What follows belongs to an exercise in optimizing a design on an open flow for a short achievable clock period and few clock cycles; a production flow would make more cautious choices.
Function was checked by simulation only, so behaviour that the tests miss may differ from the original.
No activity file was given, so power comes from the tool's default toggle rates.

==> run a: inputs <==
## Sayeh
module Sayeh (
  clk,
  ReadMem, WriteMem, ReadIO, WriteIO,
  Addressbus,
  ExternalReset, MemDataready, Databus_in, Databus_out
);
Settings: LEC_CHECK=0, ABC_CLOCK_PERIOD_IN_PS=1000, CAP_MARGIN=30, CORE_MARGIN=2, CORE_UTILIZATION=40, SLEW_MARGIN=30; clock period 13.0 ns.
standard.sh (not shown) runs the stock make flow with config.mk's settings and CLKGATE_MAP_FILE= SYNTH_SCRIPT=/design/flow/synth_recipe.tcl, a recipe that flattens the netlist after the stock synthesis.
==> flow/flow/run.sh <==
#!/bin/bash
set -euo pipefail
export SETUP_SLACK_MARGIN=9.0
bash standard.sh > standard_flow.log 2>&1
==> inputs of run b, as changes to run a <==
--- a/flow/design.v
+++ b/flow/design.v
@@ -53,12 +53,13 @@
 reg xph2;                        
 reg xpre;                        
 reg [7:0] xi;                    
 reg [7:0] ximm;                  
 reg [15:0] xpc;                  
 reg [3:0] u_rdo, u_rso, l_rdo, l_rso;    
+reg [9:0] u_pso, l_pso;          
 reg [15:0] u_opo, l_opo;         
 reg u_setc, u_clrc;              
 reg [2:0] u_fsel;                
 reg [3:0] stale;                 
 reg bar;                         
 reg rl_pend;                     
@@ -183,13 +184,13 @@
   begin
     psel_oh = ({32{o[0]}} & p00) | ({32{o[1]}} & p01) | ({32{o[2]}} & p02) | ({32{o[3]}} & p03) |
               ({32{o[4]}} & p11) | ({32{o[5]}} & p12) | ({32{o[6]}} & p13) | ({32{o[7]}} & p22) |
               ({32{o[8]}} & p23) | ({32{o[9]}} & p33);
   end
 endfunction
-function [30:0] udec;
+function [28:0] udec;
   input [7:0] u;
   input up;
   reg [3:0] o;
   begin
     o = u[7:4];
     udec = {onehot4(u[3:2]), onehot4(u[1:0]), onehot16(o),
@@ -241,19 +242,20 @@
   input [15:0] a, b;
   input cin;
   input [31:0] pp;
   input [7:0] imm;
   input [15:0] pcimm;
   input [15:0] din;
-  reg [16:0] sa, ss;
+  reg [16:0] sa, ss, pm;
   reg [15:0] r;
   reg wr, wc, c, wz, z, f_mil, f_mih, f_spc, ldin, logic_op;
   begin
     sa = ks16(a, b, cin);
     ss = ks16(a, ~b, ~cin);
     ss[16] = ~ss[16];
+    pm = ks16(pp[31:16], pp[15:0], 1'b0);
     f_mil = fsel[0];
     f_mih = fsel[1];
     f_spc = fsel[2];
     ldin = (oh[2] | oh[4]) & ph2;
     r = ({16{oh[1]}} & b) |
         ({16{ldin}} & din) |
@@ -261,13 +263,13 @@
         ({16{oh[7]}} & (a | b)) |
         ({16{oh[8]}} & ~b) |
         ({16{oh[9]}} & {b[14:0], b[0]}) |
         ({16{oh[10]}} & {b[15], b[15:1]}) |
         ({16{oh[11]}} & sa[15:0]) |
         ({16{oh[12]}} & ss[15:0]) |
-        ({16{oh[13]}} & (pp[31:16] + pp[15:0])) |
+        ({16{oh[13]}} & pm[15:0]) |
         ({16{f_mil}} & {a[15:8], imm}) |
         ({16{f_mih}} & {imm, a[7:0]}) |
         ({16{f_spc}} & pcimm);
     logic_op = oh[1] | oh[6] | oh[7] | oh[8] | oh[9] | oh[10] | oh[13];
     wr = logic_op | ldin | oh[11] | oh[12] | f_mil | f_mih | f_spc;
     wc = logic_op | oh[11] | oh[12] | oh[14] | f_mil | f_mih | (oh[4] & ph2) |
@@ -433,14 +435,14 @@
 endfunction
 wire [7:0] xpc_hi1 = xpc[15:8] + 8'd1;
 wire [15:0] pc_imm = addcs(xpc, xpc_hi1, ximm, 1'b0);
 wire [15:0] t_base = d_jpa ? A : xpc;
 wire [7:0] t_hi1 = d_jpa ? wsel8(xrd, w0_hi1, w1_hi1, w2_hi1, w3_hi1) : xpc_hi1;
 wire [15:0] target = addcs(t_base, t_hi1, ximm, 1'b0);
-wire [20:0] au = alu(u_opo, xi[3:0], u_fsel, xph2, A, B, cf, psel_oh(pso_of(u_rdo, u_rso)), ximm, pc_imm, Databus_in);
-wire [20:0] al = alu(l_opo, ximm[3:0], 3'b000, 1'b1, LA, LB, l_cin, psel_oh(pso_of(l_rdo, l_rso)), 8'd0, 16'd0, Databus_in);
+wire [20:0] au = alu(u_opo, xi[3:0], u_fsel, xph2, A, B, cf, psel_oh(u_pso), ximm, pc_imm, Databus_in);
+wire [20:0] al = alu(l_opo, ximm[3:0], 3'b000, 1'b1, LA, LB, l_cin, psel_oh(l_pso), 8'd0, 16'd0, Databus_in);
 wire u_wc = au[3];
 wire u_c  = au[2];
 wire u_wz = au[1];
 wire u_z  = au[0];
 wire inph1 = (d_lda | d_inp) & ~xph2;                 
 wire wr_u = run & au[20];
@@ -499,17 +501,42 @@
 wire [2:0] wd_d = wd_d0[3:1];
 wire [2:0] wd_c = wd_c0[3:1];
 wire [2:0] wdn = q0v ? wd_q : inf ? wd_d : wd_c;
 wire n_skip = wdn[2];
 wire n_has = wdn[1];
 wire n_pair_b = wdn[0];
-wire [30:0] ud_q = wd_q[2] ? udec(q0w[7:0], 1'b0) : udec(q0w[15:8], 1'b1);
-wire [30:0] ud_d = wd_d[2] ? udec(Databus_in[7:0], 1'b0) : udec(Databus_in[15:8], 1'b1);
-wire [30:0] ud_c = wd_c[2] ? udec(cw[7:0], 1'b0) : udec(cw[15:8], 1'b1);
-wire [30:0] ud_n = to_lo ? udec(ximm, 1'b0) : (q0v ? ud_q : inf ? ud_d : ud_c);
+wire [28:0] ud_q = wd_q[2] ? udec(q0w[7:0], 1'b0) : udec(q0w[15:8], 1'b1);
+wire [28:0] ud_d = wd_d[2] ? udec(Databus_in[7:0], 1'b0) : udec(Databus_in[15:8], 1'b1);
+wire [28:0] ud_c = wd_c[2] ? udec(cw[7:0], 1'b0) : udec(cw[15:8], 1'b1);
+wire [28:0] ud_n = to_lo ? udec(ximm, 1'b0) : (q0v ? ud_q : inf ? ud_d : ud_c);
 wire [23:0] ld_n = q0v ? ldec(q0w[7:0]) : inf ? ldec(Databus_in[7:0]) : ldec(cw[7:0]);
+wire [3:0] u_nd = ud_n[28:25];
+wire [3:0] u_ns = ud_n[24:21];
+wire [3:0] l_nd = ld_n[23:20];
+wire [3:0] l_ns = ld_n[19:16];
+wire [9:0] u_pso_n, l_pso_n;
+assign u_pso_n[0] = u_nd[0] & u_ns[0];
+assign u_pso_n[1] = (u_nd[0] & u_ns[1]) | (u_nd[1] & u_ns[0]);
+assign u_pso_n[2] = (u_nd[0] & u_ns[2]) | (u_nd[2] & u_ns[0]);
+assign u_pso_n[3] = (u_nd[0] & u_ns[3]) | (u_nd[3] & u_ns[0]);
+assign u_pso_n[4] = u_nd[1] & u_ns[1];
+assign u_pso_n[5] = (u_nd[1] & u_ns[2]) | (u_nd[2] & u_ns[1]);
+assign u_pso_n[6] = (u_nd[1] & u_ns[3]) | (u_nd[3] & u_ns[1]);
+assign u_pso_n[7] = u_nd[2] & u_ns[2];
+assign u_pso_n[8] = (u_nd[2] & u_ns[3]) | (u_nd[3] & u_ns[2]);
+assign u_pso_n[9] = u_nd[3] & u_ns[3];
+assign l_pso_n[0] = l_nd[0] & l_ns[0];
+assign l_pso_n[1] = (l_nd[0] & l_ns[1]) | (l_nd[1] & l_ns[0]);
+assign l_pso_n[2] = (l_nd[0] & l_ns[2]) | (l_nd[2] & l_ns[0]);
+assign l_pso_n[3] = (l_nd[0] & l_ns[3]) | (l_nd[3] & l_ns[0]);
+assign l_pso_n[4] = l_nd[1] & l_ns[1];
+assign l_pso_n[5] = (l_nd[1] & l_ns[2]) | (l_nd[2] & l_ns[1]);
+assign l_pso_n[6] = (l_nd[1] & l_ns[3]) | (l_nd[3] & l_ns[1]);
+assign l_pso_n[7] = l_nd[2] & l_ns[2];
+assign l_pso_n[8] = (l_nd[2] & l_ns[3]) | (l_nd[3] & l_ns[2]);
+assign l_pso_n[9] = l_nd[3] & l_ns[3];
 wire [7:0] xi_q = wd_q[2] ? q0w[7:0] : q0w[15:8];
 wire [7:0] xi_d = wd_d[2] ? Databus_in[7:0] : Databus_in[15:8];
 wire [7:0] xi_c = wd_c[2] ? cw[7:0] : cw[15:8];
 wire flush = taken | smc;
 wire pop = need & q0v;
 wire direct = need & ~q0v;               
@@ -525,12 +552,14 @@
 assign xw_may[0] = x_wp | (xv & ((u_wr_dec & (xrd == 2'd0)) | (l_wr_dec & (lrd == 2'd0))));
 assign xw_may[1] = x_wp | (xv & ((u_wr_dec & (xrd == 2'd1)) | (l_wr_dec & (lrd == 2'd1))));
 assign xw_may[2] = x_wp | (xv & ((u_wr_dec & (xrd == 2'd2)) | (l_wr_dec & (lrd == 2'd2))));
 assign xw_may[3] = x_wp | (xv & ((u_wr_dec & (xrd == 2'd3)) | (l_wr_dec & (lrd == 2'd3))));
 wire xwz = xv & (u_wz | (lv & al[1]));
 wire xwc = xv & (u_wc | (lv & al[3]));
+wire z_next = ~xv ? zf : (lv & al[1]) ? al[0] : u_wz ? u_z : zf;
+wire c_next = ~xv ? cf : (lv & al[3]) ? al[2] : u_wc ? u_c : cf;
 wire nxt_v = to_lo | (need & nwv);
 wire ok_e = nxt_v & ~flush & ~bar_set & ~bar & ~halted & ~iss;
 function [16:0] eld;
   input [7:0] b;
   input [3:0] busy;
   input [15:0] w0, w1, w2, w3;
@@ -572,15 +601,15 @@
     t3 = addcs(w3, h3, w[7:0], 1'b0);
     ebr = {(w[15:8] == 8'h07) | ((w[15:8] == 8'h08) & ~wz & z) | ((w[15:8] == 8'h09) & ~wc & c) |
            (jpa & ~busy[w[11:10]]),
            jpa ? wsel(w[11:10], t0, t1, t2, t3) : addcs(a, a_hi1, w[7:0], 1'b0)};
   end
 endfunction
-wire [16:0] ebr_q = ebr(q0w, q0a, q0a[15:8] + 8'd1, xw_may, xwz, xwc, zf, cf,
+wire [16:0] ebr_q = ebr(q0w, q0a, q0a[15:8] + 8'd1, xw_may, 1'b0, 1'b0, z_next, c_next,
                         win0, win1, win2, win3, w0_hi1, w1_hi1, w2_hi1, w3_hi1);
-wire [16:0] ebr_d = ebr(Databus_in, fadr, fadr[15:8] + 8'd1, xw_may, xwz, xwc, zf, cf,
+wire [16:0] ebr_d = ebr(Databus_in, fadr, fadr[15:8] + 8'd1, xw_may, 1'b0, 1'b0, z_next, c_next,
                         win0, win1, win2, win3, w0_hi1, w1_hi1, w2_hi1, w3_hi1);
 wire [16:0] ebr_n = q0v ? ebr_q : inf ? ebr_d : 17'd0;
 wire e_br = ok_e & ~to_lo & ebr_n[16];
 wire [15:0] e_target = ebr_n[15:0];
 wire [15:0] fa_eff = (fa_lazy | hit) ? fadr + 16'd1 : fa;
 function [23:0] eawp;
@@ -611,19 +640,21 @@
     qn <= 3'd0;
   end else begin
     qn <= qn + {2'b0, push} - {2'b0, pop};
   end
   if (pop) qh <= qh + 2'd1;
   if (to_lo | need) {u_rdo, u_rso, u_opo, u_setc, u_clrc, u_fsel} <= ud_n;
+  if (to_lo | need) u_pso <= u_pso_n;
   if (to_lo) begin
     xup <= 1'b0;
     xlo <= 1'b0;
     xfirst <= 1'b0;
     xi <= ximm;
   end else if (need) begin
     {l_rdo, l_rso, l_opo} <= ld_n;
+    l_pso <= l_pso_n;
     xpre <= e_br;
     xup <= ~n_skip;
     xlo <= n_has & ~n_pair;
     xpair <= n_pair;
     xfirst <= 1'b1;
     xi <= q0v ? xi_q : inf ? xi_d : xi_c;
==> run summary <==
Run a produced a clean layout. Run b passed the timing, design-rule and antenna checks.
Register-to-register slack: run b is higher than run a (0.21 ns).
Against run b, the power of run a is higher by about 0.3%.
Between run a and run b, the lower fmax is in run a (gap about 4.3%, measured against run b).
Of run a and run b, run a has the higher first-iteration DRC count (gap about 14%, measured against run b).
In critical path depth, run a and run b do not differ.
Testbench counts of run a, summed over its fixed seeds: cycles 23,386.
Testbench counts of run b, summed over its fixed seeds: cycles 23,092.

-- what the ideal ports hide --
Ports are ideal in the flow. The routed layouts listed here were re-timed in OpenROAD. Step 1, drivers: a clkbuf_16 drives clk and a buf_2 each remaining input, both assumed. Step 2 times the ports against the registers' clock, not the clock port: input delays grow and output delays shrink by t, the midpoint of the rising clock arrivals with the driver on. Slacks: ideal / step 1 / step 2; pairs: ideal / step 1.
run | t, ns | setup WS [ns] | hold slack, ns
run a | 1.082 | 8.116 / 8.072 / 6.990 | 0.476 / 0.476 / 0.476
run b | 1.115 | 8.325 / 8.325 / 7.342 | 0.479 / 0.479 / 0.479
After both steps setup and hold are still met in every run listed. For run a, which loses most, drivers alone change the setup slack by -0.044 ns; drivers and shift together by -1.126 ns.
